From an optimization exercise on the open Yosys and OpenROAD flow, aimed at small area, a short achievable clock period and few clock cycles per item; shortcuts taken in it are not production practice.
At most, simulation tests tie the RTL to the original design; equivalence was not proved.
For runs 7 and 8, only the layout was checked, not whether the RTL still works.
No activity file was given, so power comes from the tool's default toggle rates.

## design/flow/design.v

```verilog
module sync_fifo (
    input  wire        clk,
    input  wire        reset,
    input  wire        FIFO_WR_EN,
    input  wire        FIFO_RD_EN,
    input  wire [31:0] write_data,
    output reg  [31:0] read_data,
    output wire        FIFO_FULL,
    output wire        FIFO_EMPTY
);
    localparam DEPTH      = 16;
    localparam ADDR_WIDTH = 4;            
    localparam PTR_WIDTH  = ADDR_WIDTH + 1;  
    reg [31:0] mem [0:DEPTH-1];
    reg [PTR_WIDTH-1:0] wr_ptr;    
    reg [PTR_WIDTH-1:0] rd_ptr;
    wire [ADDR_WIDTH-1:0] wr_addr = wr_ptr[ADDR_WIDTH-1:0];
    wire [ADDR_WIDTH-1:0] rd_addr = rd_ptr[ADDR_WIDTH-1:0];
    assign FIFO_EMPTY = (wr_ptr == rd_ptr);
    assign FIFO_FULL =
        (wr_addr == rd_addr) && (wr_ptr[PTR_WIDTH-1] != rd_ptr[PTR_WIDTH-1]);
    always @(posedge clk or posedge reset) begin
        if (reset) begin
            wr_ptr <= 0;
        end else begin
            if (FIFO_WR_EN && !FIFO_FULL) begin
                mem[wr_addr] <= write_data;
                wr_ptr <= wr_ptr + 1;        
            end
        end
    end
    always @(posedge clk or posedge reset) begin
        if (reset) begin
            rd_ptr <= 0;
            read_data <= 0;
        end else begin
            if (FIFO_RD_EN && !FIFO_EMPTY) begin
                read_data <= mem[rd_addr];
                rd_ptr <= rd_ptr + 1;        
            end
        end
    end
endmodule
`timescale 1ns / 1ps
module dma_controller(
    input wire clk,
    input wire reset,
    input wire trigger,
    input wire [4:0] length,
    input wire [31:0] source_address,
    input wire [31:0] destination_add,
    input wire ARREADY,
    input wire [31:0] RDATA,
    input wire RVALID,
    input wire AWREADY,
    input wire WREADY,
    input wire BVALID,
    output reg done,
    output reg [31:0] ARADDR,
    output reg ARVALID,
    output reg RREADY,
    output reg [31:0] AWADDR,
    output reg AWVALID,
    output reg [31:0] WDATA,
    output reg WVALID,
    output reg BREADY
);
    localparam READ_IDLE = 2'b00;
    localparam READ_INIT = 2'b01;
    localparam READ_WAIT = 2'b10;
    localparam READ_DATA = 2'b11;
    localparam WRITE_IDLE = 3'b000;
    localparam WRITE_WAIT = 3'b001;
    localparam WRITE_DATA = 3'b010;
    localparam WRITE_AW_HANDSHAKE = 3'b011;
    localparam WRITE_W_HANDSHAKE = 3'b100;
    localparam WRITE_RESP = 3'b101;
    localparam WRITE_STALL = 3'b110;
    reg [1:0] read_state;
    reg [2:0] write_state;
    reg [4:0] read_count, write_count;
    reg [31:0] current_read_addr, current_write_addr;
    reg [2:0] xfer_words;    
    reg fifo_write_en, fifo_read_en;
    wire fifo_full, fifo_empty;
    wire [31:0] fifo_read_data;
    reg [31:0] fifo_write_data;
    wire read_done, write_done;
    sync_fifo fifo (
        .clk(clk),
        .reset(reset),
        .FIFO_RD_EN(fifo_read_en),
        .FIFO_WR_EN(fifo_write_en),
        .write_data(fifo_write_data),
        .read_data(fifo_read_data),
        .FIFO_FULL(fifo_full),
        .FIFO_EMPTY(fifo_empty)
    );
    assign read_done = (read_count == xfer_words) && !(xfer_words == 0);
    assign write_done = (write_count == xfer_words) && !(xfer_words == 0);
    always @(posedge clk or posedge reset) begin
        if (reset) begin
            done <= 0;
        end
        else if (read_state == READ_IDLE && trigger) begin
            done <= 0;
        end
        else begin
            done <= read_done && write_done;
        end
    end    
    always @(posedge clk or posedge reset) begin
        if (reset) begin
            read_state <= READ_IDLE;
            read_count <= 0;
            xfer_words <= 0;
            ARADDR <= 0;
            ARVALID <= 0;
            RREADY <= 1;
            fifo_write_en <= 0;
        end else begin
            case (read_state)
                READ_IDLE: begin
                    ARADDR <= 0;
                    ARVALID <= 0;
                    if (trigger) begin
                        read_count <= 0;
                        xfer_words <= length[4:2];
                        current_read_addr <= source_address;
                        read_state <= READ_INIT;
                    end    
                end
                READ_INIT: begin
                    fifo_write_en <= 0;
                    if (read_count == xfer_words) begin    
                        read_state <= READ_IDLE;
                    end
                    else if (!fifo_full) begin
                        ARADDR <= current_read_addr;
                        ARVALID <= 1;
                        read_state <= READ_WAIT;
                    end
                end
                READ_WAIT: begin
                    if (ARREADY && ARVALID) begin
                        ARVALID <= 0;
                        read_state <= READ_DATA;
                    end
                end
                READ_DATA: begin
                    if (RVALID && RREADY) begin
                        fifo_write_en <= 1;
                        fifo_write_data <= RDATA;
                        read_count <= read_count + 1;
                        current_read_addr <= current_read_addr + 4;                 
                        read_state <= READ_INIT;
                    end    
                end                      
                default: read_state <= READ_IDLE;
            endcase
        end
    end
    always @(posedge clk or posedge reset) begin
        if (reset) begin
            write_state <= WRITE_IDLE;
            write_count <= 0;
            AWADDR <= 32'b0;            
            WDATA <= 32'b0;            
            AWVALID <= 0;
            WVALID <= 0;
            BREADY <= 1;
            fifo_read_en <= 0;
        end 
        else begin
            case (write_state)
                WRITE_IDLE: begin
                    AWADDR <= 32'b0;
                    WDATA <= 32'b0;
                    AWVALID <= 0;
                    WVALID <= 0;
                    if(!fifo_empty) begin
                        write_count <= 0;
                        current_write_addr <= destination_add;
                        fifo_read_en <= 1;
                        write_state <= WRITE_WAIT;
                    end
                    else if (trigger && read_state == READ_IDLE) begin
                        write_count <= 0;
                    end
                end
                WRITE_WAIT: begin
                    fifo_read_en <= 0;
                    if (write_count == xfer_words) begin   
                        write_state <= WRITE_IDLE;
                    end    
                    else begin
                        write_state <= WRITE_DATA;
                    end
                end
                WRITE_DATA: begin
                        AWADDR <= current_write_addr;
                        AWVALID <= 1;
                        WDATA <= fifo_read_data;
                        WVALID <= 1;
                        write_state <= WRITE_AW_HANDSHAKE;
                end
                WRITE_AW_HANDSHAKE: begin
                    if(AWVALID && AWREADY) begin
                        AWVALID <= 0;
                        write_state <= WRITE_W_HANDSHAKE;
                    end
                end
                WRITE_W_HANDSHAKE: begin
                    if(WVALID && WREADY) begin
                        WVALID <= 0;
                        write_state <= WRITE_RESP;
                    end
                end
                WRITE_RESP: begin
                    if(BVALID && BREADY) begin
                        write_count <= write_count + 1;
                        current_write_addr <= current_write_addr + 4;
                        if (!fifo_empty) begin
                            fifo_read_en <= 1;
                            write_state <= WRITE_WAIT;
                        end
                        else begin
                            write_state <= WRITE_STALL;
                        end
                    end
                end
                WRITE_STALL: begin
                    if (write_count == xfer_words) begin
                        write_state <= WRITE_IDLE;
                    end
                    else if (!fifo_empty) begin
                        fifo_read_en <= 1;
                        write_state <= WRITE_WAIT;
                    end
                end
                default: write_state <= WRITE_WAIT;
            endcase 
        end
    end
endmodule  
```

## design/flow/run.sh

```bash
#!/bin/bash
# synth_recipe.tcl (not shown) runs the flow's synth.tcl, then flattens the netlist and writes it again
# the make line also repeats each setting of config.mk as NAME=value (left out here)
make -C /OpenROAD-flow-scripts/flow DESIGN_CONFIG=/design/flow/config.mk WORK_HOME=/design/flow/orfs CLKGATE_MAP_FILE= SYNTH_SCRIPT=/design/flow/synth_recipe.tcl finish
```

## design/flow/config.mk

```make
export PLATFORM = sky130hd
export DESIGN_NAME = dma_controller
export DESIGN_NICKNAME = dma_controller
export VERILOG_FILES = /design/flow/design.v
export SDC_FILE = /design/flow/constraint.sdc
export NUM_CORES = 4
export LEC_CHECK = 0
export CAP_MARGIN = 20
export CORE_MARGIN = 2
export CORE_UTILIZATION = 40
export SLEW_MARGIN = 20
```

## design/flow/constraint.sdc

```tcl
create_clock -name core_clock -period 4.0 [get_ports {clk}]
set_input_delay 0.8000 -clock core_clock [delete_from_list [all_inputs] [get_ports {clk}]]
set_output_delay 0.8000 -clock core_clock [all_outputs]
set_load 0.01 [all_outputs]
```

==> impl_metrics.toml, run 1 <==
[timing]
skew_ns = 0.04037
rsz0062_at_grt = "no"
fin_crit_sh = 0.7531
hold_viol = 0
slew_headroom = 0.4061
fin_tns_setup_ns = 0
max_freq_ghz = 0.3320
fin_crit_ns = 3.012
setup_slack_ns = 0.9876
tightest_slew_ns = 0.8895
finalSetupViolations = 0
maxSlewViolCount = 0

[clocking]
post-cts-setup-buffer-count = 0
cts_hold_buf = 0
insertion_delay_ns = 0.65
clk_pin_slew_ns = 0.06
ctsResizeCount = 0
clock-sinks = 770
cts_tree = "done"
numCtsBuffers = 80
htreeDepth = 3
clk_path_buf_depth = 3
root_buffer = "clkbuf_16"

[power_and_ir_drop]
peakVddDrop_mv = 0.3487
p_per_area_nw_per_um2 = 508.8
p_leak_nw = 12.85

[worst_setup_path]
worstRegToRegCells = 8
critPathLaunchType = "register"
arrival_ns = 3.52
worstSetupEndpointType = "register"
worstSetupPathType = "reg -> reg"
required_ns = 4.50
rrSetupSlack_ns = 0.99
r2r-end = "fifo.read_data[3]$_DFFE_PP0P_"
crit_fanout = 49
worstReg2RegStart = "fifo.rd_ptr[1]$_DFFE_PP0P_"

[drt]
drc_errors = 0
viasPerCell = 5.653
drt_pass1_iterations = 7
wl_per_cell_um = 23.56
postRouteAntennaNets = 0
wl_um = 84990
drt_iter0_markers = 1921
vias = 20400

[logic_synthesis]
ys_types = 80
async_flop_share = 0.2104
synth_flop_cell = "edfxtp_1"
synth-seq-cells = 770
yosysWarnings = 3
synth_edf_count = 608
syn_area_per_cell_um2 = 13.61
ys_seq_area_frac = 0.7092
synth_area_um2 = 31460
netlist_instances = 2311

[floorplanning]
row_count = 102
die_h_um = 284.5
ios = 211
chipWidth_um = 284.5
start_util = 0.4048
core_um2 = 77720
die_area_um2 = 80910

[global_routing]
grt-ovfl-total = 0
grt_start_max_net_pins = 140
track_usage = 0.2069
grt_pass1_vias = 20100
grt_first_pass_wirelength_um = 127700
antenna_found_initial = 0

[place]
hpwl_um = 48900
place_inst = 3457
gp_congestion = 0.8085
numPortBuffers = 206
placed_area_um2 = 34860
place_ws_ns = 0.8223

[finish]
area_growth_pct = 19.49
antenna_cells = 0
nets = 2627
finalNonFillerCells = 3608
fin_util = 0.4837
design_area_um2 = 37590
fillCellCount = 6645
final_layout_size_suffix_gt1_frac = 0.1044

[hold_path]
hold_start = "current_read_addr[0]$_DFFE_PP_"
holdPathStages = 2
holdPathEnd = "ARADDR[0]$_DFFE_PP0P_"
hp-class = "reg -> reg"

[outcome]
status = "finished clean"

[flow_run]
cap_violations = 0
[sequential cells by signal (all words and copies together) (netlist names), 5 cells and up]
name,cells
ARADDR,32
AWADDR,32
WDATA,32
current_read_addr,32
current_write_addr,32
fifo.mem,512
fifo.rd_ptr,5
fifo.read_data,32
fifo.wr_ptr,5
fifo_write_data,32
read_count,5
write_count,5
[cells by family (layout without fill, tap and decap cells)]
kind of cell | count (synthesis) | count (layout) | share of synthesized area
flops | 770 | 770 | 0.7092
simple gates | 725 | 725 | 0.1075
compound gates | 494 | 494 | 0.1084
buf+inv | 182 | 438 | 0.02915
xor+xnor | 78 | 78 | 0.02171
mux | 43 | 43 | 0.01678
fa+ha+maj | 18 | 18 | 0.007159
other cells | 1 | 2 | 0.0001192
[cell usage in the layout (no fill, tap or decap), types with 21 or more instances in the layout]
| cell type | count |
|---|---|
| nor3_1 | 27 |
| a222oi_1 | 31 |
| a22o_1 | 34 |
| o21ai_0 | 121 |
| dfrtp_1 | 159 |
| a22oi_1 | 58 |
| nor2_1 | 104 |
| clkbuf_16 | 82 |
| xor2_1 | 22 |
| nand2_1 | 348 |
| a21oi_1 | 78 |
| inv_1 | 21 |
| buf_4 | 41 |
| nand3_1 | 116 |
| clkdlybuf4s50_1 | 206 |
| xnor2_1 | 56 |
| a221oi_1 | 33 |
| edfxtp_1 | 608 |
[worst max-delay path by stage]
stage	start	to	slack (ns)
4_1_cts	fifo.rd_ptr[0]$_DFFE_PP0P_	fifo.mem[2][30]$_DFFE_PP_	1.04
2_1_floorplan	reset	fifo.mem[12][0]$_DFFE_PP_	-0.86
3_5_place_dp	reset	fifo.mem[2][13]$_DFFE_PP_	0.82
3_3_place_gp	reset	fifo.mem[2][13]$_DFFE_PP_	0.81
5_1_grt	fifo.rd_ptr[1]$_DFFE_PP0P_	fifo.mem[2][30]$_DFFE_PP_	0.78
6_report	fifo.rd_ptr[1]$_DFFE_PP0P_	fifo.read_data[3]$_DFFE_PP0P_	0.99
[worst max-delay path, cell delays in order (launching register included)]
cell and delay [ns]:
dfrtp_1 0.49, inv_1 0.17, ha_4 0.62, nor3_2 0.10, buf_4 0.21, a211oi_1 0.23, a311oi_1 0.08, a2111oi_0 0.78
o31ai_1 0.15
[power breakdown]
group	switching, mW	leakage (nW)	internal [mW]
clock	3.19	1.32	4.42
sequential	0.381	7.65	9.14
combinational	1.17	3.88	0.814
[cell usage after synthesis (all sizes together), types with 6 or more instances]
library cell  number  share of area
a211oi            12         0.0029
a21oi             79          0.013
a221oi            34         0.0097
a222oi            31         0.0099
a22o              34         0.0095
a22oi             58          0.014
a311o              6         0.0019
a311oi             8         0.0022
a31oi             16         0.0032
a32oi              6         0.0017
and2               6         0.0012
and3              17         0.0034
and4              10         0.0029
buf              108          0.020
clkbuf            51         0.0061
dfrtp            162           0.13
edfxtp           608           0.58
ha                18         0.0072
inv               23         0.0027
mux2              18         0.0064
mux2i             19         0.0060
mux4               6         0.0043
nand2            349          0.042
nand2b             6         0.0012
nand3            117          0.019
nand4             22         0.0064
nor2             123          0.015
nor2b             12         0.0024
nor3              29         0.0048
nor4              13         0.0047
o211ai            12         0.0029
o21ai            131          0.021
o22ai             14         0.0028
o31ai             21         0.0053
xnor2             56          0.016
xor2              22         0.0061
[routing by layer]
metal / part of all wire / routed length [um] / global-route usage / up-vias
li1: - / - / - / 9112
met1: 0.43 / 36750 / 0.2922 / 10350
met2: 0.48 / 40400 / 0.3349 / 808
met3: 0.071 / 6014 / 0.03002 / 127
met4: 0.022 / 1829 / 0.05671 / 0
met5: 0 / 0 / 0 / -
[cell type report]
type / instances / area, um2 / share of cell area
Tap cell: 1040 / 1301 / 0.03461
Multi-Input combinational cell: 1360 / 8447 / 0.2247
Clock buffer: 106 / 2192 / 0.05831
Inverter: 23 / 90.09 / 0.002396
Timing Repair Buffer: 265 / 2730 / 0.07262
Sequential cell: 770 / 22320 / 0.5937
Clock inverter: 44 / 513.0 / 0.01365
[stage by stage]
stage / hold WS [ns] / total power [mW]
finish: 0.4590 / 19.13
global route: 0.4819 / 19.85
CTS: 0.4602 / 19.28
detailed placement: 0.4473 / 11.69
global placement: 0.4391 / 11.61
floorplan: 0.4260 / 10.77
Testbench counts, summed over its fixed seeds: cycles 17,536, words 1,889.
==> inputs of run 2 (changes only) <==
==> design/flow/design.v (replaced) <==
`timescale 1ns / 1ps
module dma_controller(
    input wire clk,
    input wire reset,
    input wire trigger,
    input wire [4:0] length,
    input wire [31:0] source_address,
    input wire [31:0] destination_add,
    input wire ARREADY,
    input wire [31:0] RDATA,
    input wire RVALID,
    input wire AWREADY,
    input wire WREADY,
    input wire BVALID,
    output reg done,
    output wire [31:0] ARADDR,
    output wire ARVALID,
    output wire RREADY,
    output wire [31:0] AWADDR,
    output wire AWVALID,
    output wire [31:0] WDATA,
    output wire WVALID,
    output wire BREADY
);
    wire [2:0] words = length[4:2];
    reg [2:0] ar_idx, aw_idx, b_idx;
    reg ar_busy, aw_busy, busy;
    assign ARVALID = trigger | ar_busy;
    word_addr ar_gen (.base(source_address), .idx(ar_idx), .addr(ARADDR));
    wire ar_hs = ARVALID & ARREADY;
    wire ar_last = (ar_idx + 3'd1) == words;
    always @(posedge clk or posedge reset) begin
        if (reset) begin
            ar_idx <= 3'd0;
            ar_busy <= 1'b0;
        end else if (ar_hs) begin
            ar_idx <= ar_last ? 3'd0 : ar_idx + 3'd1;
            ar_busy <= !ar_last;
        end else if (trigger) begin
            ar_busy <= 1'b1;
        end
    end
    assign AWVALID = trigger | aw_busy;
    word_addr aw_gen (.base(destination_add), .idx(aw_idx), .addr(AWADDR));
    wire aw_hs = AWVALID & AWREADY;
    wire aw_last = (aw_idx + 3'd1) == words;
    always @(posedge clk or posedge reset) begin
        if (reset) begin
            aw_idx <= 3'd0;
            aw_busy <= 1'b0;
        end else if (aw_hs) begin
            aw_idx <= aw_last ? 3'd0 : aw_idx + 3'd1;
            aw_busy <= !aw_last;
        end else if (trigger) begin
            aw_busy <= 1'b1;
        end
    end
    assign WDATA = RDATA;
    assign WVALID = RVALID & busy;
    assign RREADY = WREADY & busy;
    assign BREADY = 1'b1;
    wire b_last = (b_idx + 3'd1) == words;
    always @(posedge clk or posedge reset) begin
        if (reset) begin
            b_idx <= 3'd0;
            busy <= 1'b0;
            done <= 1'b0;
        end else if (trigger) begin
            b_idx <= 3'd0;
            busy <= 1'b1;
            done <= 1'b0;
        end else if (busy && BVALID) begin
            b_idx <= b_idx + 3'd1;
            busy <= !b_last;
            done <= b_last;
        end
    end
endmodule
module word_addr(
    input wire [31:0] base,
    input wire [2:0] idx,
    output wire [31:0] addr
);
    assign addr = {base[31:2] + {27'd0, idx}, 2'b00};
endmodule
--- a/design/flow/config.mk
+++ b/design/flow/config.mk
@@ -9,3 +9,4 @@
 export CORE_MARGIN = 2
 export CORE_UTILIZATION = 40
+export SETUP_SLACK_MARGIN = 1.8
 export SLEW_MARGIN = 20
==> run 2 against run 1 <==
Area after synthesis fell by 93%. Power down 93%. Via count fell by 86%. Largest power group is now combinational logic.
==> impl_metrics.toml, run 2 <==
[worst_setup_path]
worstSetupEndpointType = "primary output"
crit_path_cell_trace = "buf_6 -> ha_4 -> inv_2 -> fa_2 -> nand2b_4 -> a2111oi_4 -> buf_2 -> nand3_2 -> xnor2_2 -> dlygate4sd2_1"
crit_fanout = 4
rrSetupSlack_ns = 2.15
slowest_delay_ns = 0.35
crit_end = "ARADDR[22]"
critPathLaunchType = "input pin"
cp_top_family = "buffers and inverters"
worstSetupPathType = "in -> out"
crit_cells = 10
critPathSlowestCell = "fa_2"
required_ns = 3.20
worstRegToRegCells = 5
crit_buf_inv = 4
worstReg2RegStart = "ar_idx[0]$_DFFE_PP0P_"
crit_path_start = "source_address[2]"
r2r-end = "ar_idx[2]$_DFFE_PP0P_"
arrival_ns = 2.63

[place]
place_ws_ns = -0.2149
numPortBuffers = 135
gp_congestion = 0.8071
hpwl_um = 5814
place_inst = 478

[timing]
rsz0062_at_grt = "yes"
skew_ns = 0.001309
fin_crit_sh = 0.8570
finalSetupViolations = 0
setup_slack_ns = 0.5721
hold_viol = 0
tightest_slew_ns = 0.5561
max_freq_ghz = 0.2917
maxSlewViolCount = 0
fin_tns_setup_ns = 0
slew_headroom = 0.6289
fin_crit_ns = 3.428

[logic_synthesis]
yosysWarnings = 1
post-synth-top-area-fraction = 0.1988
synth_commonest_cells = "53 x xnor2_1, 38 x buf_4, 24 x nand4_1"
syn_area_per_cell_um2 = 8.107
synth_area_leader_cell = "xnor2_1"
ys_seq_area_frac = 0.1393
synth-seq-cells = 13
synth_most_common_cell = "xnor2_1"
netlist_instances = 288
synth_edf_count = 0
synth_flop_cell = "dfrtp_1"
ys_types = 44
synth_area_um2 = 2335
async_flop_share = 1.000
synth_area_leaders = "xnor2_1 20%, dfrtp_1 14%, buf_4 12%"

[floorplanning]
row_count = 27
chipWidth_um = 80.40
die_h_um = 80.40
core_um2 = 5574
start_util = 0.4189
ios = 211
die_area_um2 = 6464

[finish]
layout_commonest_cell = "buf_2"
fillCellCount = 344
fin_util = 0.8227
antenna_cells = 0
finalNonFillerCells = 531
reg_top3 = "ar_idx (3), aw_idx (3), b_idx (3)"
final_layout_size_suffix_gt1_frac = 0.5447
final_cell_mix = "65 x buf_2, 38 x xnor2_2, 38 x buf_4"
area_growth_pct = 96.41
nets = 580

[drt]
drc_errors = 0
viasPerCell = 5.277
dr_wl_met3_um = 774
dr_wl_met2_um = 4929
drt_iter0_markers = 38
drt_pass1_iterations = 4
dr.max_layer_used = "met4"
postRouteAntennaNets = 0
wl_um = 8978
vias = 2802
wl_per_cell_um = 16.91
wl_met1_um = 3138

[clocking]
clk_path_buf_depth = 2
cts_hold_buf = 0
numCtsBuffers = 3
cts_tree = "done"
clk_pin_slew_ns = 0.06
clock-sinks = 13
insertion_delay_ns = 0.25
htreeDepth = 1
root_buffer = "clkbuf_8"

[power_and_ir_drop]
p_per_area_nw_per_um2 = 306.1
p_leak_nw = 2.252
peakVddDrop_mv = 0.3136

[flow_run]
cap_violations = 0

[outcome]
status = "finished clean"

[global_routing]
track_usage = 0.2583
grt_start_max_net_pins = 14
antenna_found_initial = 0
grt_first_pass_wirelength_um = 13190
grt-ovfl-total = 0
grt_pass1_vias = 2815

[hold_path]
hp-class = "reg -> reg"
run 2: layer usage:
metal | global-route usage | vias to the layer above
li1 | - | 1298
met4 | 0.07119 | 0
met3 | 0.07079 | 14
met2 | 0.5033 | 150
met5 | 0 | -
met1 | 0.2665 | 1340
run 2: worst min path at each step:
stage	start	endpoint	slack (ns)	cells past startpoint
4_1_cts	done$_DFFE_PP0P_	done$_DFFE_PP0P_	0.53	2
5_1_grt	done$_DFFE_PP0P_	done$_DFFE_PP0P_	0.57	2
6_report	done$_DFFE_PP0P_	done$_DFFE_PP0P_	0.54	2
3_5_place_dp	done$_DFFE_PP0P_	done$_DFFE_PP0P_	0.50	2
2_1_floorplan	b_idx[1]$_DFFE_PP0P_	b_idx[1]$_DFFE_PP0P_	0.50	2
3_3_place_gp	done$_DFFE_PP0P_	done$_DFFE_PP0P_	0.50	2
run 2: power breakdown:
group          total (mW)  switching [mW]  leakage [nW]  internal [mW]
combinational        1.05           0.489          2.07          0.566
clock               0.124          0.0531        0.0228         0.0706
sequential          0.225          0.0569         0.157          0.168
run 2: what timing repair did:
| action | CTS | global route |
|---|---|---|
| setup endpoints to repair | 66 | 64 |
| resized for setup | 372 | 31 |
| gates cloned | 5 | 0 |
| buffers inserted | 34 | 10 |
| pin swaps | 52 | 53 |
run 2: area by class of cell:
cell class,instances,area (um2),share of cell area
flip-flops and latches,13,325.3,0.07094
inverters,15,56.30,0.01228
clock buffers,4,45.04,0.009823
repair buffers,206,1697,0.3700
multi-input cells,221,2372,0.5173
well taps,72,90.09,0.01965
run 2: logic make-up after synthesis:
| family | synth area share |
|---|---|
| AOI/OAI and AO/OA | 0.09163 |
| DFF | 0.1393 |
| other | 0.003217 |
| adders and majority gates | 0.06538 |
| xor gates and xnor gates | 0.2680 |
| buffers and inverters | 0.1570 |
| and+or+nand+nor | 0.2755 |
run 2: worst min-delay path, cell delays in order (launching register included):
cell and delay, ns:
dfrtp_1 0.35, nand3b_1 0.08, nand2_1 0.07
run 2: per-stage QoR:
stage | instance area [um2] | hold slack [ns] | power, mW
2_1_floorplan | 2823 | 0.5000 | 0.7798
3_3_place_gp | 4133 | 0.4977 | 1.110
3_5_place_dp | 4133 | 0.5029 | 1.134
4_1_cts | 4413 | 0.5273 | 1.313
5_1_grt | 4586 | 0.5674 | 1.487
6_report | 4586 | 0.5400 | 1.404
Testbench counts of run 2, summed over its fixed seeds: cycles 5,957, words 1,889.
==> inputs of run 3 (changes only) <==
--- a/design/flow/config.mk
+++ b/design/flow/config.mk
@@ -9,4 +9,4 @@
 export CORE_MARGIN = 2
 export CORE_UTILIZATION = 40
-export SETUP_SLACK_MARGIN = 1.8
+export SETUP_SLACK_MARGIN = 1.0
 export SLEW_MARGIN = 20
==> run 3 against run 2 <==
Synthesized cell count stayed put. Clock power is 6% lower. Register-to-register slack better by 0.06 ns. First-iteration DRC count is 66% higher. Count of clock-buffer cells in the layout stayed put. Cell area is 7.8% lower. Maximum frequency is 2.0% higher. Setup slack better by 0.067 ns. Final cell count is 4.9% lower. Non-clock buffer count is 26 lower.
==> impl_metrics.toml, run 3 <==
[place]
hpwl_um = 5470
numPortBuffers = 135
gp_congestion = 0.7944
place_inst = 473

[finish]
layout_commonest_cell = "buf_2"
antenna_cells = 0
reg_top3 = "ar_idx (3), aw_idx (3), b_idx (3)"
final_cell_mix = "50 x buf_2, 38 x dlygate4sd2_1, 33 x clkdlybuf4s50_1"
nets = 554
area_growth_pct = 81.14
seq_area_um2 = 325.3
fillCellCount = 413
finalNonFillerCells = 505
final_layout_size_suffix_gt1_frac = 0.4527
multi_input_area_um2 = 2233
fin_util = 0.7587

[drt]
drt_pass1_iterations = 4
postRouteAntennaNets = 0
wl_um = 7820
wl_per_cell_um = 15.49
drc_errors = 0
viasPerCell = 5.206
vias = 2629
drt_iter0_markers = 63

[floorplanning]
die_area_um2 = 6464
die_h_um = 80.40
start_util = 0.4189
row_count = 27
chipWidth_um = 80.40
ios = 211
core_um2 = 5574

[worst_setup_path]
critPathSlowestCell = "fa_2"
required_ns = 3.20
crit_fanout = 4
worstSetupEndpointType = "primary output"
slowest_delay_ns = 0.34
arrival_ns = 2.56
critPathLaunchType = "input pin"
worstSetupPathType = "in -> out"
crit_path_cell_trace = "buf_6 -> ha_4 -> inv_2 -> fa_2 -> nand2b_4 -> a2111oi_4 -> buf_4 -> nand4_1 -> xnor2_2 -> buf_2"

[clocking]
root_buffer = "clkbuf_8"
insertion_delay_ns = 0.24
clk_pin_slew_ns = 0.05
cts_tree = "done"
clock-sinks = 13
cts_hold_buf = 0
clk_path_buf_depth = 2
htreeDepth = 1
numCtsBuffers = 3

[global_routing]
grt_start_max_net_pins = 15
track_usage = 0.2255
grt_first_pass_wirelength_um = 11760
grt_pass1_vias = 2555
grt-ovfl-total = 0
antenna_found_initial = 0

[timing]
slew_headroom = 0.6618
fin_crit_ns = 3.361
rsz0062_at_grt = "yes"
fin_tns_setup_ns = 0
skew_ns = 0.006888
tightest_slew_ns = 0.5068
finalSetupViolations = 0
hold_viol = 0
fin_crit_sh = 0.8401
max_freq_ghz = 0.2976
maxSlewViolCount = 0

[logic_synthesis]
synth_edf_count = 0
synth_flop_cell = "dfrtp_1"
async_flop_share = 1.000
synth_area_leader_cell = "xnor2_1"
syn_area_per_cell_um2 = 8.107
synth_commonest_cells = "53 x xnor2_1, 38 x buf_4, 24 x nand4_1"
synth_area_um2 = 2335
yosysWarnings = 1
ys_seq_area_frac = 0.1393
synth_area_leaders = "xnor2_1 20%, dfrtp_1 14%, buf_4 12%"
netlist_instances = 288
synth_most_common_cell = "xnor2_1"
synth-seq-cells = 13
ys_types = 44
post-synth-top-area-fraction = 0.1988

[power_and_ir_drop]
fin_total_pwr_mw = 1.250
p_leak_nw = 2.017
p_per_area_nw_per_um2 = 295.6
peakVddDrop_mv = 0.3105

[flow_run]
cap_violations = 0

[outcome]
status = "finished clean"

[hold_path]
hp-class = "reg -> reg"
-- run 3: what timing repair did --
item,CTS,global route
endpoints found under the hold margin,0,0
setup buffers,16,7
endpoints found under the setup margin,59,51
pin swaps,55,36
gates resized for setup,334,51
cloned,5,0
-- run 3: path summary, 6_finish.rpt --
check                      cells past startpoint                   from  slack [ns]                     to
hold / removal                                 2   b_idx[1]$_DFFE_PP0P_        0.53   b_idx[1]$_DFFE_PP0P_
min in group asynchronous                      2                  reset        0.88    aw_busy$_DFFE_PP0P_
max in group asynchronous                      2                  reset        2.77   b_idx[2]$_DFFE_PP0P_
hold reg to reg                                2   b_idx[1]$_DFFE_PP0P_        0.53   b_idx[1]$_DFFE_PP0P_
setup / recovery                              10      source_address[2]        0.64             ARADDR[28]
setup reg to reg                               5  ar_idx[0]$_DFFE_PP0P_        2.21  ar_idx[2]$_DFFE_PP0P_
-- run 3: cells by family after synthesis --
| kind of cell | share of synthesized area |
|---|---|
| xor+xnor | 0.2680 |
| fa+ha+maj | 0.06538 |
| other cells | 0.003217 |
| flops | 0.1393 |
| simple gates | 0.2755 |
| compound gates | 0.09163 |
| buf+inv | 0.1570 |
-- run 3: report_power, final --
part	leakage [nW]	internal (mW)	switching, mW
Combinational	1.84	0.497	0.413
Sequential	0.157	0.169	0.0554
Clock	0.0228	0.0702	0.0464
Total	2.02	0.735	0.515
-- run 3: worst max-delay path, delay by kind of cell --
| family | cells | cell delay (ns) |
|---|---|---|
| AOI/OAI and AO/OA | 1 | 0.34 |
| xor gates and xnor gates | 1 | 0.17 |
| adders and majority gates | 2 | 0.47 |
| buffers and inverters | 4 | 0.48 |
| and+or+nand+nor | 2 | 0.30 |
-- run 3: layout make-up --
class | instances | area share
Clock buffer | 4 | 0.01065
Inverter | 15 | 0.01331
Sequential cell | 13 | 0.07692
Tap cell | 72 | 0.02130
Timing Repair Buffer | 180 | 0.3497
Multi-Input combinational cell | 221 | 0.5281
-- run 3: stage by stage --
step	hold slack, ns	setup slack, ns	instance area (um2)
floorplan	0.4998	0.8246	2509
global placement	0.5005	-0.3079	3786
detailed placement	0.5206	-0.2979	3786
CTS	0.5365	0.5504	3996
global route	0.5559	0.5623	4229
finish	0.5296	0.6394	4229
-- run 3: routing by layer --
layer	track usage	wire length (um)
met1	0.2614	2917
met2	0.4317	4191
met3	0.05056	603
met4	0.02373	106
met5	0	0
==> inputs of run 4 (changes only) <==
--- a/design/flow/config.mk
+++ b/design/flow/config.mk
@@ -9,4 +9,3 @@
 export CORE_MARGIN = 2
 export CORE_UTILIZATION = 40
-export SETUP_SLACK_MARGIN = 1.0
 export SLEW_MARGIN = 20
==> run 4 against run 3 <==
Sequential share of layout area rose by 1.2 points. Register-to-register slack improved by 0.03 ns. Wire length fell by 18%. Power fell by 10%. Sequential power fell by 6%. Cell area fell by 13%. Still clean. Global-route usage fell by 2.8 points. Count of clock-buffer cells in the layout did not move. Largest cell class unchanged. Highest routed layer unchanged. Final cell count fell by 4.6%.
==> impl_metrics.toml, run 4 <==
[outcome]
status = "finished clean"

[worst_setup_path]
worstSetupEndpointType = "primary output"
worstSetupPathType = "in -> out"
crit_path_cell_trace = "clkdlybuf4s50_1 -> ha_1 -> inv_1 -> fa_2 -> nand2b_4 -> a2111oi_4 -> buf_6 -> buf_4 -> nand2_1 -> xnor2_1 -> clkdlybuf4s15_1"
required_ns = 3.20
crit_fanout = 4
critPathSlowestCell = "clkdlybuf4s50_1"
slowest_delay_ns = 0.47
worstRegToRegCells = 5
arrival_ns = 3.09
critPathLaunchType = "input pin"

[drt]
wl_um = 6442
drc_errors = 0
vias = 2448
drt_iter0_markers = 48
postRouteAntennaNets = 0
wl_per_cell_um = 13.37
viasPerCell = 5.079
drt_pass1_iterations = 6

[global_routing]
track_usage = 0.1974
grt-ovfl-total = 0
grt_pass1_vias = 2447
grt_start_max_net_pins = 15
grt_use_met3 = 0.05056
grt-busiest-layer = "met2"
antenna_found_initial = 0
grt_first_pass_wirelength_um = 10450
met2_usage = 0.3650
use_met1 = 0.2231

[power_and_ir_drop]
peakVddDrop_mv = 0.2554
p_leak_nw = 1.535
p_per_area_nw_per_um2 = 305.3

[logic_synthesis]
synth_commonest_cells = "53 x xnor2_1, 38 x buf_4, 24 x nand4_1"
synth_area_leaders = "xnor2_1 20%, dfrtp_1 14%, buf_4 12%"
yosysWarnings = 1
async_flop_share = 1.000
synth-seq-cells = 13
synth_area_leader_cell = "xnor2_1"
post-synth-top-area-fraction = 0.1988
ys_types = 44
syn_area_per_cell_um2 = 8.107
ys_seq_area_frac = 0.1393
synth_area_um2 = 2335
netlist_instances = 288
synth_flop_cell = "dfrtp_1"
synth_edf_count = 0
synth_most_common_cell = "xnor2_1"

[clocking]
htreeDepth = 1
cts_tree = "done"
clk_pin_slew_ns = 0.06
cts_hold_buf = 0
root_buffer = "clkbuf_8"
insertion_delay_ns = 0.24
clk_path_buf_depth = 2
clock-sinks = 13
numCtsBuffers = 3

[floorplanning]
chipWidth_um = 80.40
start_util = 0.4189
core_um2 = 5574
die_area_um2 = 6464
die_h_um = 80.40
row_count = 27
ios = 211

[place]
place_ws_ns = -0.3443
numPortBuffers = 135
hpwl_um = 5476
gp_congestion = 0.7667

[finish]
final_layout_size_suffix_gt1_frac = 0.1293
area_growth_pct = 57.56
reg_top3 = "ar_idx (3), aw_idx (3), b_idx (3)"
fin_util = 0.6599
final_cell_mix = "110 x clkdlybuf4s50_1, 53 x xnor2_1, 24 x nand4_1"
layout_commonest_cell = "clkdlybuf4s50_1"
antenna_cells = 0
nets = 531
fillCellCount = 519

[timing]
fin_crit_ns = 3.885
slew_headroom = 0.6622
max_freq_ghz = 0.2574
setup_slack_ns = 0.1148
tightest_slew_ns = 0.5061
maxSlewViolCount = 0
hold_viol = 0
skew_ns = 0.001398
rsz0062_at_grt = "no"
finalSetupViolations = 0
fin_hold_ws_ns = 0.5185
fin_crit_sh = 0.9713

[hold_path]
holdPathStages = 2
hp-class = "reg -> reg"

[flow_run]
cap_violations = 0
## run 4: stage by stage
| step | TNS (ns) | std cells | instance area (um2) | power [mW] |
|---|---|---|---|---|
| after CTS | 0 | 481 | 3694 | 1.124 |
| after floorplan | 0 | 291 | 2346 | 0.6579 |
| after global placement | -8.007 | 473 | 3623 | 0.9887 |
| after detailed placement | -8.214 | 473 | 3623 | 1.003 |
| final | 0 | 482 | 3679 | 1.123 |
| after global routing | 0 | 482 | 3679 | 1.224 |
## run 4: where the power goes
| part | internal [mW] | switching, mW | leakage [nW] |
|---|---|---|---|
| logic | 0.445 | 0.351 | 1.35 |
| registers | 0.169 | 0.0425 | 0.157 |
| clock network | 0.0702 | 0.0460 | 0.0228 |
## run 4: logic make-up after synthesis
family,synth area share
other cells,0.003217
xor+xnor,0.2680
buf+inv,0.1570
flops,0.1393
fa+ha+maj,0.06538
compound gates,0.09163
simple gates,0.2755
## run 4: layer usage
metal | share of wire | vias up
met5 | 0 | -
met4 | 0.012 | 0
met3 | 0.090 | 14
met2 | 0.50 | 94
met1 | 0.39 | 1134
li1 | - | 1206
## run 4: final timing paths
kind / start / endpoint / slack (ns)
min in group asynchronous: reset / aw_idx[1]$_DFFE_PP0P_ / 0.88
worst max register to register: ar_idx[0]$_DFFE_PP0P_ / ar_idx[2]$_DFFE_PP0P_ / 2.24
max in group asynchronous: reset / ar_busy$_DFFE_PP0P_ / 2.77
worst min register to register: done$_DFFE_PP0P_ / done$_DFFE_PP0P_ / 0.52
worst min-delay path: done$_DFFE_PP0P_ / done$_DFFE_PP0P_ / 0.52
worst max-delay path: source_address[2] / ARADDR[16] / 0.11
## run 4: cell type report
class / count / area (um2) / share of cell area
clock buffer: 4 / 45.04 / 0.01224
inverter: 15 / 56.30 / 0.01531
multi-input combinational: 221 / 1692 / 0.4599
sequential: 13 / 325.3 / 0.08844
tap: 72 / 90.09 / 0.02449
timing repair buffer: 157 / 1470 / 0.3997
## run 4: worst max-delay path, delay by kind of cell
kind / cells / cell delay, ns
xor gates and xnor gates: 1 / 0.16
AOI/OAI and AO/OA: 1 / 0.35
adders and majority gates: 2 / 0.51
and+or+nand+nor: 2 / 0.22
buffers and inverters: 5 / 1.05
## run 4: timing repair
item                                    in CTS  in global routing
gates cloned                                 0                  0
endpoints found under the setup margin      35                 28
pin swaps                                    2                  3
resized for setup                           32                 25
endpoints found under the hold margin        0                  0
buffers inserted                             4                  1
==> inputs of run 5 (changes only) <==
==> design/flow/flow/run.sh (new file) <==
#!/bin/bash
# Standard layout, but with the smallest buffer on the ports (the flow upsizes
# them where timing needs it).
set -euo pipefail
export BUFFER_PORTS_ARGS="-buffer_cell sky130_fd_sc_hd__buf_1"
bash standard.sh > standard.log 2>&1
==> design/flow/standard.sh (new file) <==
#!/bin/bash
# synth_recipe.tcl (not shown) runs the flow's synth.tcl, then flattens the netlist and writes it again
# the make line also repeats each setting of config.mk as NAME=value (left out here)
make -C /OpenROAD-flow-scripts/flow DESIGN_CONFIG=/design/flow/config.mk WORK_HOME=/design/flow/orfs CLKGATE_MAP_FILE= SYNTH_SCRIPT=/design/flow/synth_recipe.tcl "${@:-finish}"
--- a/design/flow/config.mk
+++ b/design/flow/config.mk
@@ -9,3 +9,4 @@
 export CORE_MARGIN = 2
 export CORE_UTILIZATION = 40
+export SETUP_SLACK_MARGIN = 1.0
 export SLEW_MARGIN = 20
removed: design/flow/run.sh
==> run 5 against run 4 <==
Core utilization fell by 6.8 points. Synthesized cell count did not move. Sequential power rose by 4%. Clock power hardly changed. Area after synthesis did not move. Flip-flop and latch count unchanged. Register-to-register slack hardly changed. Critical path type unchanged. Critical endpoint is now ARADDR[18]. Highest routed layer unchanged.
==> impl_metrics.toml, run 5 <==
[outcome]
status = "finished clean"

[logic_synthesis]
syn_area_per_cell_um2 = 8.107
synth_flop_cell = "dfrtp_1"
synth-seq-cells = 13
synth_area_leader_cell = "xnor2_1"
post-synth-top-area-fraction = 0.1988
synth_area_leaders = "xnor2_1 20%, dfrtp_1 14%, buf_4 12%"
async_flop_share = 1.000
netlist_instances = 288
synth_commonest_cells = "53 x xnor2_1, 38 x buf_4, 24 x nand4_1"
synth_area_um2 = 2335
ys_types = 44
ys_seq_area_frac = 0.1393
yosysWarnings = 1
synth_edf_count = 0
synth_most_common_cell = "xnor2_1"

[worst_setup_path]
critPathLaunchType = "input pin"
crit_path_cell_trace = "buf_8 -> ha_4 -> inv_2 -> fa_2 -> nand2b_4 -> a2111oi_4 -> buf_4 -> nand4_1 -> xnor2_2 -> buf_2"
required_ns = 3.20
worstSetupPathType = "in -> out"
crit_fanout = 5
critPathSlowestCell = "fa_2"
rrSetupSlack_ns = 2.24
slowest_delay_ns = 0.33
worstRegToRegCells = 5
worstReg2RegStart = "ar_idx[0]$_DFFE_PP0P_"
r2r-end = "ar_idx[2]$_DFFE_PP0P_"
arrival_ns = 2.50
worstSetupEndpointType = "primary output"

[drt]
vias = 2453
postRouteAntennaNets = 0
viasPerCell = 5.100
wl_um = 6223
drt_iter0_markers = 37
drt_pass1_iterations = 4
drc_errors = 0
wl_per_cell_um = 12.94

[hold_path]
hold_start = "done$_DFFE_PP0P_"
holdPathEnd = "done$_DFFE_PP0P_"
hp-class = "reg -> reg"
holdPathStages = 2

[global_routing]
met2_usage = 0.3592
antenna_found_initial = 0
grt-busiest-layer = "met2"
grt_use_met3 = 0.03034
grt_pass1_vias = 2231
grt_first_pass_wirelength_um = 9729
use_met1 = 0.2089
track_usage = 0.1826
grt_start_max_net_pins = 15
grt-ovfl-total = 0

[clocking]
clk_path_buf_depth = 2
clock-sinks = 13
root_buffer = "clkbuf_8"
cts_tree = "done"
insertion_delay_ns = 0.24
numCtsBuffers = 3
cts_hold_buf = 0
htreeDepth = 1
clk_pin_slew_ns = 0.06

[timing]
max_freq_ghz = 0.3034
hold_viol = 0
fin_crit_sh = 0.8239
maxSlewViolCount = 0
fin_tns_setup_ns = 0
fin_crit_ns = 3.296
tightest_slew_ns = 0.5142
slew_headroom = 0.6568
finalSetupViolations = 0
rsz0062_at_grt = "yes"
skew_ns = 0.003990

[finish]
antenna_cells = 0
multi_input_area_um2 = 2003
layout_commonest_cell = "buf_1"
final_layout_size_suffix_gt1_frac = 0.3374
seq_area_um2 = 325.3
reg_top3 = "ar_idx (3), aw_idx (3), b_idx (3)"
final_cell_mix = "85 x buf_1, 43 x buf_2, 34 x xnor2_1"
fillCellCount = 530
area_growth_pct = 41.37
nets = 530

[place]
numPortBuffers = 135
hpwl_um = 4906
gp_congestion = 0.7523

[floorplanning]
core_um2 = 5574
ios = 211
chipWidth_um = 80.40
die_h_um = 80.40
start_util = 0.4189
row_count = 27
die_area_um2 = 6464

[power_and_ir_drop]
p_per_area_nw_per_um2 = 320.2
p_leak_nw = 1.458
fin_total_pwr_mw = 1.057
peakVddDrop_mv = 0.2046

[flow_run]
cap_violations = 0
[run 5: layer usage]
layer	vias to the layer above	routed length [um]
met4	0	43
met3	6	405
met2	90	3321
met1	1159	2452
li1	1198	-
met5	-	0
[run 5: worst max-delay path: cells and delay by family]
kind	cells	cell delay (ns)
AO/OA/AOI/OAI	1	0.30
XOR/XNOR	1	0.16
adder cells (fa/ha/maj)	2	0.46
buffers and inverters	4	0.46
AND/OR/NAND/NOR	2	0.31
[run 5: what timing repair did]
| action | 4_1_cts | 5_1_grt |
|---|---|---|
| resized for setup | 67 | 40 |
| pin swaps | 21 | 20 |
| setup buffers | 12 | 5 |
| endpoints found under the setup margin | 48 | 48 |
| gates cloned | 2 | 0 |
[run 5: cells by family (layout without fill, tap and decap cells)]
kind of cell	Yosys count	after routing	synth area share
and+or+nand+nor	112	112	0.2755
xor gates and xnor gates	68	68	0.2680
buffers and inverters	57	175	0.1570
other	2	5	0.003217
AOI/OAI and AO/OA	25	25	0.09163
DFF	13	13	0.1393
adders and majority gates	11	11	0.06538
[run 5: area by class of cell]
type / count / share of cell area
clock buffer: 4 / 0.01365
inverter: 15 / 0.01706
multi-input combinational: 221 / 0.6069
sequential: 13 / 0.09856
tap: 72 / 0.02729
timing repair buffer: 156 / 0.2365
[run 5: how the worst max path moves through the flow]
stage,start,to,slack (ns),depth (start not counted)
after detailed placement,source_address[2],ARADDR[18],0.36,9
after global routing,source_address[2],ARADDR[18],0.58,10
after global placement,source_address[2],ARADDR[18],0.33,9
final,source_address[2],ARADDR[18],0.70,10
after CTS,source_address[2],ARADDR[20],0.68,10
after floorplan,source_address[2],ARADDR[18],0.82,7
[run 5: metrics by stage]
| step | hold WS (ns) | utilization | std cells | setup WS, ns | cell area, um2 |
|---|---|---|---|---|---|
| after floorplan | 0.4998 | - | 291 | 0.8246 | 2509 |
| after global placement | 0.4983 | 0.5053 | 458 | 0.3320 | 2816 |
| after detailed placement | 0.5000 | 0.5053 | 458 | 0.3589 | 2816 |
| after CTS | 0.5225 | 0.5636 | 476 | 0.6809 | 3142 |
| after global routing | 0.5406 | 0.5921 | 481 | 0.5806 | 3301 |
| final | 0.5173 | 0.5921 | 481 | 0.7043 | 3301 |
[run 5: report_power, final]
part / internal (mW) / switching, mW
Sequential: 0.168 / 0.0504
Combinational: 0.352 / 0.367
Clock: 0.0703 / 0.0487
Total: 0.590 / 0.466
==> inputs of run 6 (changes only) <==
--- a/design/flow/config.mk
+++ b/design/flow/config.mk
@@ -9,4 +9,3 @@
 export CORE_MARGIN = 2
 export CORE_UTILIZATION = 40
-export SETUP_SLACK_MARGIN = 1.0
 export SLEW_MARGIN = 20
==> run 6 against run 5 <==
Still clean on timing, DRC and antenna. Critical path depth unchanged. Clock skew is 0.0034 ns lower. Area after synthesis is the same. Register-to-register slack better by 0.04 ns. Clock power hardly changed. Flip-flop and latch count unchanged. First-iteration DRC count fell by 41%. Power down 13%. Sequential power decreased by 4%. Largest cell class unchanged.
==> impl_metrics.toml, run 6 <==
[power_and_ir_drop]
peakVddDrop_mv = 0.3376
p_seq_frac = 0.230
p_leak_nw = 1.035
p_comb_frac = 0.639
p_per_area_nw_per_um2 = 337.1
internal_power_mw = 0.4966
p_clk_frac = 0.131
power.net_switching_mw = 0.4183
p_sw_frac = 0.4572

[clocking]
clock-sinks = 13
root_buffer = "clkbuf_8"
insertion_delay_ns = 0.24
clk_pin_slew_ns = 0.06
ctsResizeCount = 0
post-cts-setup-buffer-count = 0
htreeDepth = 1
cts_tree = "done"
cts_hold_buf = 0
numCtsBuffers = 3
clk_path_buf_depth = 2

[logic_synthesis]
post-synth-top-area-fraction = 0.1988
ys_seq_area_frac = 0.1393
synth_edf_count = 0
synth_commonest_cells = "53 x xnor2_1, 38 x buf_4, 24 x nand4_1"
synth_area_leaders = "xnor2_1 20%, dfrtp_1 14%, buf_4 12%"
netlist_instances = 288
syn_area_per_cell_um2 = 8.107
synth_area_um2 = 2335
yosysWarnings = 1
async_flop_share = 1.000
synth_flop_cell = "dfrtp_1"
ys_types = 44
synth_most_common_cell = "xnor2_1"
synth-seq-cells = 13
synth_area_leader_cell = "xnor2_1"

[worst_setup_path]
arrival_ns = 2.78
worstSetupPathType = "in -> out"
required_ns = 3.20
critPathLaunchType = "input pin"
worstSetupEndpointType = "primary output"
crit_fanout = 9

[place]
numPortBuffers = 135
hpwl_um = 4855
gp_congestion = 0.8324

[timing]
max_freq_ghz = 0.2793
maxSlewViolCount = 0
fin_crit_sh = 0.8952
hold_viol = 0
rsz0062_at_grt = "no"
fin_hold_ws_ns = 0.5174
fin_crit_ns = 3.581
skew_ns = 0.0005953
finalSetupViolations = 0
tightest_slew_ns = 0.6045
slew_headroom = 0.5955
fin_tns_setup_ns = 0

[global_routing]
grt-ovfl-total = 0
grt_start_max_net_pins = 15
track_usage = 0.1636
antenna_found_initial = 0
grt_pass1_vias = 2095
grt_first_pass_wirelength_um = 8818

[drt]
drt_iter0_markers = 22
vias = 2339
viasPerCell = 5.041
wl_per_cell_um = 12.13
drt_pass1_iterations = 4
postRouteAntennaNets = 0
wl_um = 5630
drc_errors = 0

[finish]
antenna_cells = 0
reg_top3 = "ar_idx (3), aw_idx (3), b_idx (3)"
area_growth_pct = 16.24
layout_commonest_cell = "buf_1"
fillCellCount = 604
nets = 513
final_cell_mix = "135 x buf_1, 53 x xnor2_1, 24 x nand4_1"
final_layout_size_suffix_gt1_frac = 0.05102

[floorplanning]
core_um2 = 5574
die_h_um = 80.40
die_area_um2 = 6464
chipWidth_um = 80.40
ios = 211
start_util = 0.4189
row_count = 27

[outcome]
status = "finished clean"

[flow_run]
cap_violations = 0

[hold_path]
hp-class = "reg -> reg"
-- run 6: cell counts after synthesis --
Identical to the previous run, type by type.
-- run 6: power by group through the flow --
| stage | combinational [mW] | clock, mW | sequential (mW) |
|---|---|---|---|
| after floorplan | 0.456 | 0 | 0.202 |
| after global placement | 0.579 | 0 | 0.211 |
| after detailed placement | 0.591 | 0 | 0.213 |
| after CTS | 0.595 | 0.121 | 0.211 |
| after global routing | 0.655 | 0.126 | 0.217 |
| final | 0.585 | 0.120 | 0.211 |
-- run 6: layout make-up --
cell class | count | area [um2] | share of cell area
Sequential cell | 13 | 325.3 | 0.1199
Tap cell | 72 | 90.09 | 0.03320
Timing Repair Buffer | 139 | 536.8 | 0.1978
Inverter | 15 | 56.30 | 0.02075
Clock buffer | 4 | 45.04 | 0.01660
Multi-Input combinational cell | 221 | 1660 | 0.6118
-- run 6: metal layers --
layer,part of all wire,global-route usage
met1,0.40,0.1791
met2,0.51,0.3258
met3,0.085,0.02809
met4,0.0078,0.03051
met5,0,0
-- run 6: metrics by stage --
step / instance area (um2) / instances / setup WS (ns) / total power [mW] / util
3_3_place_gp: 2669 / 460 / 0.4151 / 0.7900 / 0.4788
4_1_cts: 2714 / 464 / 0.4003 / 0.9263 / 0.4869
2_1_floorplan: 2346 / 291 / 0.6550 / 0.6579 / -
5_1_grt: 2714 / 464 / 0.2085 / 0.9975 / 0.4869
3_5_place_dp: 2669 / 460 / 0.4005 / 0.8042 / 0.4788
6_report: 2714 / 464 / 0.4193 / 0.9148 / 0.4869
-- run 6: final timing paths --
kind	startpoint	endpoint	slack (ns)	depth (start not counted)
worst max-delay path	source_address[2]	ARADDR[18]	0.42	10
worst min-delay path	done$_DFFE_PP0P_	done$_DFFE_PP0P_	0.52	2
worst max register to register	ar_idx[0]$_DFFE_PP0P_	ar_idx[2]$_DFFE_PP0P_	2.28	5
worst min register to register	done$_DFFE_PP0P_	done$_DFFE_PP0P_	0.52	2
max in group asynchronous	reset	aw_busy$_DFFE_PP0P_	3.09	2
min in group asynchronous	reset	ar_idx[1]$_DFFE_PP0P_	0.56	2
-- run 6: logic make-up (layout without fill, tap and decap cells) --
group | Yosys count | count (layout) | share of synthesized area
other cells | 2 | 5 | 0.003217
flops | 13 | 13 | 0.1393
fa+ha+maj | 11 | 11 | 0.06538
xor+xnor | 68 | 68 | 0.2680
compound gates | 25 | 25 | 0.09163
buf+inv | 57 | 158 | 0.1570
simple gates | 112 | 112 | 0.2755
-- run 6: critical path: stages --
cell	delay, ns
buf_1	0.09
ha_1	0.20
inv_1	0.06
fa_1	0.39
nand2b_2	0.23
a2111oi_4	0.34
buf_4	0.22
nand4_1	0.13
xnor2_1	0.15
buf_1	0.17
==> inputs of run 7 (changes only) <==
==> design/flow/design.v (replaced) <==
`timescale 1ns / 1ps
module dma_controller(
    input wire clk,
    input wire reset,
    input wire trigger,
    input wire [4:0] length,
    input wire [31:0] source_address,
    input wire [31:0] destination_add,
    input wire ARREADY,
    input wire [31:0] RDATA,
    input wire RVALID,
    input wire AWREADY,
    input wire WREADY,
    input wire BVALID,
    output reg done,
    output wire [31:0] ARADDR,
    output wire ARVALID,
    output wire RREADY,
    output wire [31:0] AWADDR,
    output wire AWVALID,
    output wire [31:0] WDATA,
    output wire WVALID,
    output wire BREADY
);
    wire [2:0] words = length[4:2];
    addr_stream ar (.clk(clk), .reset(reset), .trigger(trigger), .words(words),
                    .base(source_address), .ready(ARREADY),
                    .valid(ARVALID), .addr(ARADDR));
    addr_stream aw (.clk(clk), .reset(reset), .trigger(trigger), .words(words),
                    .base(destination_add), .ready(AWREADY),
                    .valid(AWVALID), .addr(AWADDR));
    reg busy;
    assign WDATA = RDATA;
    assign WVALID = RVALID & busy;
    assign RREADY = WREADY & busy;
    reg [2:0] b_idx;
    assign BREADY = 1'b1;
    wire b_last = (b_idx + 3'd1) == words;
    always @(posedge clk or posedge reset) begin
        if (reset) begin
            b_idx <= 3'd0;
            busy <= 1'b0;
            done <= 1'b0;
        end else if (trigger) begin
            b_idx <= 3'd0;
            busy <= 1'b1;
            done <= 1'b0;
        end else if (busy && BVALID) begin
            b_idx <= b_idx + 3'd1;
            busy <= !b_last;
            done <= b_last;
        end
    end
endmodule
module addr_stream(
    input wire clk,
    input wire reset,
    input wire trigger,
    input wire [2:0] words,
    input wire [31:0] base,
    input wire ready,
    output wire valid,
    output wire [31:0] addr
);
    localparam G = 4;                       
    localparam NG = (27 + G - 1) / G;       
    reg busy;
    reg [2:0] idx;
    reg [2:0] flip_lo;
    reg [NG-1:0] carry;
    assign valid = trigger | busy;
    wire hs = valid & ready;
    wire last = (idx + 3'd1) == words;
    wire [2:0] idx_next = hs ? (last ? 3'd0 : idx + 3'd1) : idx;
    always @(posedge clk or posedge reset) begin
        if (reset) begin
            idx <= 3'd0;
            busy <= 1'b0;
        end else begin
            idx <= idx_next;
            if (hs)
                busy <= !last;
            else if (trigger)
                busy <= 1'b1;
        end
    end
    wire [3:0] lo_next = {1'b0, base[4:2]} + {1'b0, idx_next};
    wire [26:0] up = base[31:5];
    always @(posedge clk) begin
        flip_lo <= lo_next[2:0] ^ base[4:2];
    end
    genvar g, k;
    generate
        for (g = 0; g < NG; g = g + 1) begin : grp
            wire below;
            if (g == 0) begin : first
                assign below = 1'b1;
            end else begin : rest
                assign below = &up[g*G-1:0];
            end
            always @(posedge clk)
                carry[g] <= lo_next[3] & below;
        end
    endgenerate
    assign addr[1:0] = 2'b00;
    assign addr[4:2] = base[4:2] ^ flip_lo;
    generate
        for (k = 0; k < 27; k = k + 1) begin : bit_up
            localparam integer GB = (k / G) * G;    
            wire inner;
            if (k == GB) begin : first
                assign inner = 1'b1;
            end else begin : rest
                assign inner = &up[k-1:GB];
            end
            assign addr[5 + k] = up[k] ^ (carry[k / G] & inner);
        end
    endgenerate
endmodule
--- a/design/flow/config.mk
+++ b/design/flow/config.mk
@@ -9,3 +9,4 @@
 export CORE_MARGIN = 2
 export CORE_UTILIZATION = 40
+export SETUP_SLACK_MARGIN = 0.5
 export SLEW_MARGIN = 20
==> run 7 against run 6 <==
Via count fell by 3.1%. Critical path type is now reg -> reg. Critical path depth down 2. Setup slack improved by 0.72 ns. Critical endpoint is now ar.carry[2]$_DFF_P_. Largest cell class unchanged. Highest routed layer unchanged.
==> impl_metrics.toml, run 7 <==
[outcome]
status = "finished clean"

[logic_synthesis]
ys_types = 37
yosysWarnings = 2
synthMuxAreaShare = 0.008256
synth_area_um2 = 2576
ys_seq_area_frac = 0.2817
synth_top_family_by_area = "XOR/XNOR gates"
synth-simple-area-share = 0.1753
synth_commonest_cells = "37 x buf_4, 33 x xnor2_1, 29 x xor2_1"
synth_flop_cell = "dfxtp_1"
synthXorXnorAreaFrac = 0.2380
synth_most_common_cell = "buf_4"
netlist_instances = 271
synth_area_leaders = "dfxtp_1 16%, dfrtp_1 13%, xnor2_1 11%"
async_flop_share = 0.3939
synth_compound_area_frac = 0.04371
syn_area_per_cell_um2 = 9.506
synth-seq-cells = 33
post-synth-top-area-fraction = 0.1554
synth-adder-area-share = 0.1272
synth_edf_count = 0
synth_area_leader_cell = "dfxtp_1"

[timing]
fin_crit_sh = 0.7153
setup_slack_ns = 1.139
max_freq_ghz = 0.3495
fin_crit_ns = 2.861
skew_ns = 0.003769
rsz0062_at_grt = "no"
maxSlewViolCount = 0
hold_viol = 0
finalSetupViolations = 0
slew_headroom = 0.6179
fin_tns_setup_ns = 0
fin_hold_ws_ns = 0.5088
tightest_slew_ns = 0.5731

[place]
gp_congestion = 0.7006
numPortBuffers = 135
hpwl_um = 4611
place_inst = 448
place_ws_ns = 0.8272
placed_area_um2 = 2908

[drt]
drc_errors = 0
drt_pass1_iterations = 4
wl_per_cell_um = 12.11
wl_um = 5522
drt_iter0_markers = 71
viasPerCell = 4.971
vias = 2267
postRouteAntennaNets = 0

[clocking]
post-cts-setup-buffer-count = 0
clk_pin_slew_ns = 0.07
cts_hold_buf = 0
cts_tree = "done"
root_buffer = "clkbuf_8"
htreeDepth = 2
ctsResizeCount = 0
clock-sinks = 33
clk_path_buf_depth = 2
numCtsBuffers = 5
insertion_delay_ns = 0.28

[worst_setup_path]
crit_fanout = 7
worstSetupPathType = "reg -> reg"
critPathLaunchType = "register"
arrival_ns = 3.00
worstSetupEndpointType = "register"
required_ns = 4.14

[finish]
fillCellCount = 647
finalNonFillerCells = 456
layout_commonest_cell = "buf_1"
nets = 512
final_cell_mix = "135 x buf_1, 33 x xnor2_1, 29 x xor2_1"
final_layout_size_suffix_gt1_frac = 0.04222
multi_input_area_um2 = 1545
fin_util = 0.4776
area_growth_pct = 16.37
antenna_cells = 0
reg_top3 = "ar.carry (7), aw.carry (7)"
design_area_um2 = 2998
seq_area_um2 = 725.7

[global_routing]
track_usage = 0.1559
grt_start_max_net_pins = 14
grt_pass1_vias = 2095
grt_first_pass_wirelength_um = 8983
antenna_found_initial = 0
grt-ovfl-total = 0

[power_and_ir_drop]
p_comb_frac = 0.466
fin_total_pwr_mw = 1.373
internal_power_mw = 0.8533
peakVddDrop_mv = 0.2050
p_leak_nw = 1.209
p_sw_frac = 0.3786
p_clk_frac = 0.190
power.net_switching_mw = 0.5198
p_per_area_nw_per_um2 = 458.0
p_seq_frac = 0.343

[floorplanning]
die_area_um2 = 7099
core_um2 = 6277
die_h_um = 84.26
ios = 211
start_util = 0.4104
chipWidth_um = 84.26
row_count = 29

[hold_path]
hp-class = "in -> async"

[flow_run]
cap_violations = 0
run 7: kinds of logic (layout without fill, tap and decap cells):
kind of cell               count (synthesis)  after routing
xor gates and xnor gates                  65             65
and+or+nand+nor                           80             80
DFF                                       33             33
AOI/OAI and AO/OA                         17             17
muxes                                      2              2
buffers and inverters                     47            152
adders and majority gates                 25             25
other                                      2              5
run 7: final cells by class:
class / count / share of cell area
multi-input combinational: 194 / 0.5154
sequential: 33 / 0.2421
timing repair buffer: 135 / 0.1690
tap: 77 / 0.03214
clock buffer: 8 / 0.03005
inverter: 9 / 0.01127
run 7: power groups by stage:
stage | logic (mW) | clock network [mW] | registers, mW
final | 0.641 | 0.261 | 0.471
after global routing | 0.735 | 0.286 | 0.482
after CTS | 0.654 | 0.271 | 0.472
after detailed placement | 0.651 | 0 | 0.477
after global placement | 0.636 | 0 | 0.476
after floorplan | 0.514 | 0 | 0.467
run 7: path summary, 6_finish.rpt:
check | from | end | slack (ns) | cells past startpoint
worst max-delay path | ar.idx[0]$_DFF_PP0_ | ar.carry[2]$_DFF_P_ | 1.14 | 8
worst min-delay path | reset | aw.idx[0]$_DFF_PP0_ | 0.51 | 2
worst max register to register | ar.idx[0]$_DFF_PP0_ | ar.carry[2]$_DFF_P_ | 1.14 | 8
worst min register to register | done$_DFFE_PP0P_ | done$_DFFE_PP0P_ | 0.53 | 2
max in group asynchronous | reset | ar.idx[1]$_DFF_PP0_ | 3.15 | 2
min in group core_clock | done$_DFFE_PP0P_ | done$_DFFE_PP0P_ | 0.53 | 2
run 7: worst max-delay path, stage by stage, from the launching register on:
cell	delay, ns
dfrtp_1	0.41
ha_1	0.25
xnor3_1	0.35
and3_1	0.19
o31ai_1	0.44
ha_1	0.32
a21o_1	0.16
a21oi_1	0.48
nor3_1	0.12
run 7: layer usage:
| layer | vias to the layer above | global-route usage | part of all wire |
|---|---|---|---|
| met5 | - | 0 | 0 |
| met4 | 0 | 0.07918 | 0.039 |
| met3 | 20 | 0.06293 | 0.10 |
| met2 | 114 | 0.2641 | 0.48 |
| met1 | 1017 | 0.1676 | 0.38 |
| li1 | 1116 | - | - |
==> inputs of run 8 (changes only) <==
--- a/design/flow/config.mk
+++ b/design/flow/config.mk
@@ -9,4 +9,4 @@
 export CORE_MARGIN = 2
 export CORE_UTILIZATION = 40
-export SETUP_SLACK_MARGIN = 0.5
+export SETUP_SLACK_MARGIN = 0
 export SLEW_MARGIN = 20
==> run 8 against run 7 <==
Sequential share of layout area unchanged. Via count did not move. Sequential power about the same. Cell area is the same. Maximum frequency stayed put. Count of clock-buffer cells in the layout unchanged. Final cell count is the same. Core utilization is the same. Highest routed layer unchanged.
==> impl_metrics.toml, run 8 <==
[outcome]
status = "finished clean"

[clocking]
clk_path_buf_depth = 2
numCtsBuffers = 5
cts_tree = "done"
root_buffer = "clkbuf_8"
ctsResizeCount = 0
clk_pin_slew_ns = 0.07
htreeDepth = 2
post-cts-setup-buffer-count = 0
insertion_delay_ns = 0.28
cts_hold_buf = 0
clock-sinks = 33

[drt]
wl_um = 5522
postRouteAntennaNets = 0
drt_iter0_markers = 71
vias = 2267
viasPerCell = 4.971
drt_pass1_iterations = 4
drc_errors = 0
wl_per_cell_um = 12.11

[timing]
max_freq_ghz = 0.3495
maxSlewViolCount = 0
fin_crit_sh = 0.7153
skew_ns = 0.003769
finalSetupViolations = 0
fin_tns_setup_ns = 0
rsz0062_at_grt = "no"
fin_crit_ns = 2.861
slew_headroom = 0.6179
tightest_slew_ns = 0.5731
hold_viol = 0

[floorplanning]
die_h_um = 84.26
core_um2 = 6277
chipWidth_um = 84.26
start_util = 0.4104
die_area_um2 = 7099
row_count = 29
ios = 211

[power_and_ir_drop]
peakVddDrop_mv = 0.2050
p_comb_frac = 0.466
power.net_switching_mw = 0.5198
p_sw_frac = 0.3786
internal_power_mw = 0.8533
p_seq_frac = 0.343
p_clk_frac = 0.190
p_per_area_nw_per_um2 = 458.0
p_leak_nw = 1.209

[logic_synthesis]
async_flop_share = 0.3939
synth_commonest_cells = "37 x buf_4, 33 x xnor2_1, 29 x xor2_1"
ys_types = 37
netlist_instances = 271
post-synth-top-area-fraction = 0.1554
synth_area_leaders = "dfxtp_1 16%, dfrtp_1 13%, xnor2_1 11%"
synth_area_um2 = 2576
yosysWarnings = 2
ys_seq_area_frac = 0.2817
synth-seq-cells = 33
synth_area_leader_cell = "dfxtp_1"
syn_area_per_cell_um2 = 9.506
synth_flop_cell = "dfxtp_1"
synth_edf_count = 0
synth_most_common_cell = "buf_4"

[global_routing]
grt_pass1_vias = 2095
grt-ovfl-total = 0
grt_start_max_net_pins = 14
antenna_found_initial = 0
track_usage = 0.1559
grt_first_pass_wirelength_um = 8983

[finish]
area_growth_pct = 16.37
layout_commonest_cell = "buf_1"
final_cell_mix = "135 x buf_1, 33 x xnor2_1, 29 x xor2_1"
reg_top3 = "ar.carry (7), aw.carry (7)"
nets = 512
fin_util = 0.4776
final_layout_size_suffix_gt1_frac = 0.04222
antenna_cells = 0
fillCellCount = 647

[worst_setup_path]
rrSetupSlack_ns = 1.14
arrival_ns = 3.00
required_ns = 4.14
worstReg2RegStart = "ar.idx[0]$_DFF_PP0_"
r2r-end = "ar.carry[2]$_DFF_P_"
worstSetupPathType = "reg -> reg"
worstRegToRegCells = 8
worstSetupEndpointType = "register"
crit_fanout = 7
critPathLaunchType = "register"

[flow_run]
cap_violations = 0

[place]
numPortBuffers = 135
hpwl_um = 4611
gp_congestion = 0.7006

[hold_path]
hp-class = "in -> async"
## run 8: cell counts in the layout (fill, tap and decap cells not counted)
Identical to the previous run, type by type.
## run 8: worst max-delay path by stage
stage / start / end / slack [ns] / cells after the start
after floorplan: length[4] / ar.carry[2]$_DFF_P_ / 1.38 / 7
after global placement: length[4] / ar.carry[5]$_DFF_P_ / 0.84 / 8
after detailed placement: length[4] / ar.carry[4]$_DFF_P_ / 0.83 / 8
after CTS: ar.idx[0]$_DFF_PP0_ / ar.carry[4]$_DFF_P_ / 1.11 / 8
after global routing: ar.idx[0]$_DFF_PP0_ / ar.carry[5]$_DFF_P_ / 0.83 / 8
final: ar.idx[0]$_DFF_PP0_ / ar.carry[2]$_DFF_P_ / 1.14 / 8
## run 8: kinds of logic after synthesis
family | synth area share
flip-flops | 0.2817
buffers and inverters | 0.1229
XOR/XNOR | 0.2380
AO/OA/AOI/OAI | 0.04370
other | 0.002915
multiplexers | 0.008256
AND/OR/NAND/NOR | 0.1753
adder cells (fa/ha/maj) | 0.1272
## run 8: power groups by stage
stage          Combinational (mW)  Sequential (mW)  Clock [mW]
2_1_floorplan               0.514            0.467           0
3_3_place_gp                0.636            0.476           0
3_5_place_dp                0.651            0.477           0
4_1_cts                     0.654            0.472       0.271
5_1_grt                     0.735            0.482       0.286
6_report                    0.641            0.471       0.261
## run 8: per-layer routing
layer,GRT usage,vias up,share of wire
met2,0.2641,114,0.48
li1,-,1116,-
met4,0.07918,0,0.039
met1,0.1676,1017,0.38
met5,0,-,0
met3,0.06293,20,0.10
## run 8: metrics by stage
step | instance area, um2 | cells | power, mW | setup WS (ns) | hold slack [ns]
final | 2998 | 456 | 1.373 | 1.139 | 0.5088
after global routing | 2998 | 456 | 1.503 | 0.8327 | 0.5483
after CTS | 2998 | 456 | 1.397 | 1.111 | 0.5152
after detailed placement | 2908 | 448 | 1.129 | 0.8272 | 0.5120
after global placement | 2908 | 448 | 1.112 | 0.8398 | 0.5039
after floorplan | 2587 | 274 | 0.9808 | 1.382 | 0.4969
## run 8: cell type report
class                      instances  area, um2  area share
clock buffer                       8      90.09     0.03005
inverter                           9      33.78     0.01127
multi-input combinational        194       1545      0.5154
sequential                        33      725.7      0.2421
tap                               77      96.34     0.03214
timing repair buffer             135      506.7      0.1690
## run 8: critical path, stage by stage, from the launching register on
cell and delay (ns):
dfrtp_1 0.41, ha_1 0.25, xnor3_1 0.35, and3_1 0.19, o31ai_1 0.44, ha_1 0.32
a21o_1 0.16, a21oi_1 0.48, nor3_1 0.12

==> port drivers added, routing unchanged <==
The flow's constraints put no driver on any port. The routed layouts listed below were extracted and timed again, unchanged, in two steps. Step 1: set_driving_cell puts a clkbuf_16 on clk and a buf_2 on each other input, an assumption about the parent block. Step 2 also shifts input and output timing later by t, the mid clock arrival at the registers, as if the neighbouring blocks saw the same clock. a / b / c = ideal ports / drivers / drivers and shift; a / b = the first two.
| run | t, ns | slack for setup (ns) |
|---|---|---|
| run 1 | 0.695 | 0.988 / 0.988 / 0.780 |
| run 2 | 0.270 | 0.572 / 0.533 / 0.533 |
| run 3 | 0.261 | 0.639 / 0.589 / 0.589 |
| run 4 | 0.258 | 0.115 / 0.086 / 0.086 |
| run 5 | 0.259 | 0.704 / 0.641 / 0.641 |
| run 6 | 0.265 | 0.419 / 0.395 / 0.395 |
| run 7 | 0.309 | 1.139 / 1.139 / 0.877 |
| run 8 | 0.309 | 1.139 / 1.139 / 0.877 |
After both steps setup and hold are still met in every run listed.
